Source: an optimization exercise on an open RTL-to-GDS flow (aim: small area and a short achievable clock period). Production flows keep margins and buffers that such runs may drop. Function was not checked in any run shown here: the RTL went through the layout flow alone. No activity file was given, so power comes from the tool's default toggle rates.

## flow/design.v (module list and top-level ports; edited modules follow where they fit)
// module fpmul_sa: 1426 lines
// module fpmul_sb: 543 lines
// module fpmul_fa: 6 lines
// module fpmul_sc: 9 lines
// module fpmul_pipe: 27 lines
module fpmul_pipe (clk, oprA, oprB, Result);
  // ...
==> flow/run.sh <==
#!/bin/bash
# synth_recipe.tcl (not shown) runs the flow's synth.tcl, then flattens the netlist and writes it again
# the make line also repeats each setting of config.mk as NAME=value (left out here)
make -C /OpenROAD-flow-scripts/flow DESIGN_CONFIG=/design/flow/config.mk WORK_HOME=/design/flow/orfs CLKGATE_MAP_FILE= SYNTH_SCRIPT=/design/flow/synth_recipe.tcl finish
==> flow/config.mk <==
export PLATFORM = sky130hd
export DESIGN_NAME = fpmul_pipe
export DESIGN_NICKNAME = fpmul_pipe
export VERILOG_FILES = /design/flow/design.v
export SDC_FILE = /design/flow/constraint.sdc
export NUM_CORES = 4
export LEC_CHECK = 0
export CAP_MARGIN = 20
export CORE_MARGIN = 2
export CORE_UTILIZATION = 40
export SLEW_MARGIN = 20
export SYNTH_HIERARCHICAL = 1
export SYNTH_MINIMUM_KEEP_SIZE = 0
==> flow/constraint.sdc <==
create_clock -name core_clock -period 9.5 [get_ports {clk}]
set_input_delay 1.9000 -clock core_clock [delete_from_list [all_inputs] [get_ports {clk}]]
set_output_delay 1.9000 -clock core_clock [all_outputs]
set_load 0.01 [all_outputs]
==> results.sh, run 1 <==
export IMPL_core_region_area_mm2=0.05141
export IMPL_die_width_um=232.4
export IMPL_wl_met2_um=27790
export IMPL_bufAreaShareNonClock=0.05883
export IMPL_crit_required_ns=9.92
export IMPL_n_antenna_cell=0
export IMPL_p_int_mw=4.388
export IMPL_place_inst=2459
export IMPL_remaining_drc_errors=0
export IMPL_cts_buffers=26
export IMPL_biggestCellCategory="multi-input gates"
export IMPL_synth_top_cells_by_count="509 x nand2_1, 485 x fa_1, 218 x dfxtp_1"
export IMPL_route_top_layer_used="met4"
export IMPL_cp_max_fo=19
export IMPL_synth_fa_ha_area_frac=0.5144
export IMPL_outcome="complete, no violations"
export IMPL_skew_ns=0.02918
export IMPL_clkbuf_count=36
export IMPL_synthesis_nets=2565
export IMPL_p_seq_mw=1.53
export IMPL_antenna_found_initial=0
export IMPL_synth_ff_type="dfxtp_1"
export IMPL_fin_util=0.4294
export IMPL_largest_reg_flops=175
export IMPL_wl_per_cell_um=23.44
export IMPL_drive_above_1_share=0.07616
export IMPL_drt_iter0_drc=1064
export IMPL_p_leak_nw=8.407
export IMPL_rsz0062_at_grt="no"
export IMPL_grt_pass1_vias=15410
export IMPL_layout_common_cells="509 x nand2_1, 485 x fa_1, 218 x dfxtp_1"
export IMPL_power_frac_clock=0.139
export IMPL_dp_slack_ns=3.642
export IMPL_fp_row_count=83
export IMPL_inv_count=113
export IMPL_cts_resized=0
export IMPL_clock_sinks=218
export IMPL_taps=680
export IMPL_multiInputGateArea_mm2=0.01420
==> run 2, diff against run 1 <==
--- a/flow/config.mk
+++ b/flow/config.mk
@@ -8,6 +8,7 @@
 export CAP_MARGIN = 20
 export CORE_MARGIN = 2
 export CORE_UTILIZATION = 40
+export SETUP_SLACK_MARGIN = 4.5
 export SLEW_MARGIN = 20
 export SYNTH_HIERARCHICAL = 1
 export SYNTH_MINIMUM_KEEP_SIZE = 0
==> results.sh, run 2 <==
export IMPL_dp_slack_ns=3.649
export IMPL_maxCapViolations=0
export IMPL_num_vias=12980
export IMPL_max_vdd_ir_drop_mv=0.2663
export IMPL_hold_viol=0
export IMPL_swShare=0.4492
export IMPL_synthesis_nets=2565
export IMPL_fin_nets=2438
export IMPL_p_int_mw=4.292
export IMPL_outcome="complete, no violations"
export IMPL_core_region_area_mm2=0.05141
export IMPL_areaGrowthSynthToFinish_pct=5.138
export IMPL_start_kind="primary input"
export IMPL_syn_area_per_cell_um2=10.80
export IMPL_overflow=0
export IMPL_hold_path_class="reg2reg"
export IMPL_netlist_area_mm2=0.02087
export IMPL_crit_slowest_cell="fa_1"
export IMPL_worst_slack_ns=4.564
export IMPL_grt_pass1_wl_um=89820
export IMPL_dr_pass1_iters=5
export IMPL_worstMarginPinSlew_ns=0.7978
export IMPL_crit_chain="clkdlybuf4s50_1, buf_4, nand2_1, fa_1, fa_1, fa_1, fa_1, fa_1"
export IMPL_post_synth_num_cell_types=55
export IMPL_die_width_um=232.4
export IMPL_pwr_share_seq=0.197
export IMPL_port_buffers=96
export IMPL_post_cts_buffers=0
export IMPL_fillers=4794
export IMPL_antenna_found_initial=2
export IMPL_fin_area_mm2=0.02194
export IMPL_largest_reg_flops=175
export IMPL_grt_pass1_vias=15090
export IMPL_start_util=0.4060
export IMPL_max_freq_ghz=0.2026
export IMPL_cp_max_fo=24
export IMPL_crit_top_cell="fa_1"
export IMPL_p_leak_nw=8.359
export IMPL_place_hpwl_um=41190
export IMPL_crit_type="in2reg"
export IMPL_final_setup_tns_ns=0
export IMPL_min_period_over_period=0.5196
export IMPL_synth_edf_count=0
export IMPL_power_switching_mw=3.501
export IMPL_fp_row_count=83
export IMPL_regArea_mm2=0.004364
export IMPL_timing_hold_ws_ns=0.3255
export IMPL_arrival_ns=5.36
export IMPL_power_frac_comb=0.678
export IMPL_cts_hold_buf=0
export IMPL_yosys_warnings=7
export IMPL_vias_per_cell=5.191
export IMPL_power_frac_clock=0.125
export IMPL_crit_required_ns=9.93
export IMPL_synth_top_cells_by_count="509 x nand2_1, 485 x fa_1, 218 x dfxtp_1"
export IMPL_ctsRootBufferMaster="clkbuf_16"
export IMPL_relSlewSlack=0.4672
export IMPL_cp_top_family="adder cells"
export IMPL_stdcell_count=2500
export IMPL_clockBufferDepth=3
export IMPL_setup_violations=0
export IMPL_critPathCaptureType="flip-flop"
export IMPL_place_inst=2459
export IMPL_remaining_drc_errors=0
export IMPL_top_regs="r1_q: 175 flops, p2_q: 25 flops"
export IMPL_clk_pin_slew_ns=0.06
export IMPL_rsz0062_at_grt="no"
export IMPL_cts_tree="yes"
export IMPL_synth_seq_cells=218
export IMPL_place_congestion=0.9379
export IMPL_n_antenna_cell=0
export IMPL_yosys_area_top_type="fa_1"
export IMPL_wl_per_cell_um=23.26
export IMPL_period_minus_slack_ns=4.936
export IMPL_clock_latency_ns=0.56
export IMPL_antenna_left=0
export IMPL_layout_commonest_cell="nand2_1"
export IMPL_drt_iter0_drc=916
export IMPL_skew_ns=0.02239
export IMPL_seq_area_frac_synth=0.2091
export IMPL_grt_max_degree=25
export IMPL_synth_ff_type="dfxtp_1"
export IMPL_grt_total_usage=0.2250
export IMPL_multiInputGateArea_mm2=0.01420
export IMPL_drive_above_1_share=0.07527
export IMPL_layout_common_cells="509 x nand2_1, 485 x fa_1, 218 x dfxtp_1"
export IMPL_clock_sinks=218
export IMPL_yosys_top_cells_area="fa_1 47%, dfxtp_1 21%, nand2_1 9.2%"
export IMPL_cts_resized=2
export IMPL_dieArea_mm2=0.05402
export IMPL_cpPeakStageDelay_ns=0.56
export IMPL_synth_top_cell_area_share=0.4652
export IMPL_top_register="r1_q"
export IMPL_cts_max_level=1
export IMPL_synthArstFlopShare=0
export IMPL_cts_buffers=25
export IMPL_die_h_um=232.4
export IMPL_ios=97
export IMPL_slew_viol_final=0
export IMPL_power_density_mw_per_mm2=355.2
export IMPL_placed_area_mm2=0.02114
export IMPL_yosysMostFrequentCell="nand2_1"
export IMPL_synth_cells=1933
export IMPL_wirelength_um=58160
export IMPL_critPathBufInv=2
run 2: cell counts after synthesis:
No cell type changed its count.
run 2: final timing paths:
path                                  startpoint           endpoint  slack (ns)  depth (start not counted)
worst max-delay path                     oprA[5]  r1_q[108]$_DFF_P_        4.56                          8
worst min-delay path             e1_q[7]$_DFF_P_    e2_q[7]$_DFF_P_        0.33                          0
worst max register to register  r1_q[77]$_DFF_P_   p2_q[24]$_DFF_P_        5.10                         11
worst min register to register   e1_q[7]$_DFF_P_    e2_q[7]$_DFF_P_        0.33                          0
run 2: power groups by stage:
stage / registers [mW] / clock network, mW / logic [mW]
detailed placement: 1.56 / 0 / 5.23
global route: 1.58 / 1.04 / 5.99
floorplan: 1.50 / 0 / 5.13
global placement: 1.55 / 0 / 5.11
CTS: 1.54 / 1.01 / 5.28
finish: 1.53 / 0.978 / 5.28
run 2: kinds of logic (layout without fill, tap and decap cells):
| family | Yosys count | in the layout | share of synthesized area |
|---|---|---|---|
| AO/OA/AOI/OAI | 78 | 78 | 0.02602 |
| XOR/XNOR | 29 | 29 | 0.01217 |
| adder cells (fa/ha/maj) | 567 | 567 | 0.5144 |
| buffers and inverters | 408 | 295 | 0.1105 |
| flip-flops | 218 | 218 | 0.2091 |
| multiplexers | 24 | 24 | 0.01295 |
| AND/OR/NAND/NOR | 609 | 609 | 0.1149 |
run 2: metal layers:
layer,vias up,routed length (µm),global-route usage
li1,5416,-,-
met3,131,5796,0.06973
met4,4,1991,0.07492
met1,6798,23140,0.2886
met5,-,26,0
met2,629,27200,0.3619
run 2: worst register-to-register path, stage by stage, from the launching register on:
cell and delay, ns:
dfxtp_1 0.39, fa_1 0.55, fa_1 0.77, ha_1 0.35
nand4_1 0.17, o21ai_1 0.29, o31ai_2 0.37, nand3_1 0.36
o211ai_1 0.41, a21oi_2 0.12, nor3_1 0.32, a2bb2oi_1 0.26
run 2: layout make-up:
cell class                      instances  share of cell area
Multi-Input combinational cell       1307              0.6471
Sequential cell                       218              0.1989
Timing Repair Buffer                  141             0.05890
Tap cell                              680             0.03878
Clock buffer                           35             0.03296
Inverter                              113             0.01933
Clock inverter                          6            0.003992
run 2: metrics by stage:
stage,utilization,power [mW]
2_1_floorplan,-,6.629
3_3_place_gp,0.4112,6.662
3_5_place_dp,0.4112,6.784
4_1_cts,0.4269,7.822
5_1_grt,0.4268,8.609
6_report,0.4268,7.793
run 2: Yosys stat by module, one instance, submodules excluded:
module,cells,flip-flops and latches,cell area (µm²),copies in the design
fpmul_sa,949,0,4614,1
fpmul_sc,42,0,414.1,1
fpmul_fa,1,0,20.02,483
fpmul_pipe,218,218,4364,1
fpmul_sb,241,0,1808,1

## separate check: timing with driven ports
How much do the figures lean on ideal ports? The routed layouts below were timed once more, with nothing changed but the port constraints.
Step 1 assumes that a clkbuf_16 drives the clock port and a buf_2 every other input.
Step 2 times the ports against the registers' clock, not the clock port: input delays grow and output delays shrink by t, the midpoint of the rising clock arrivals with the driver on.
Three values: no drivers, after step 1, after step 2; two values: the first two.
| run | t (ns) | slack for setup (ns) | worst hold slack (ns) |
|---|---|---|---|
| run 1 | 0.604 | 4.126 / 4.129 / 3.525 | 0.326 / 0.326 / 0.326 |
| run 2 | 0.601 | 4.564 / 4.589 / 3.989 | 0.325 / 0.325 / 0.325 |
After both steps setup and hold are still met in every run listed. The setup slack of run 1, which loses most, moves by +0.003 ns with the drivers and by -0.601 ns with both steps.
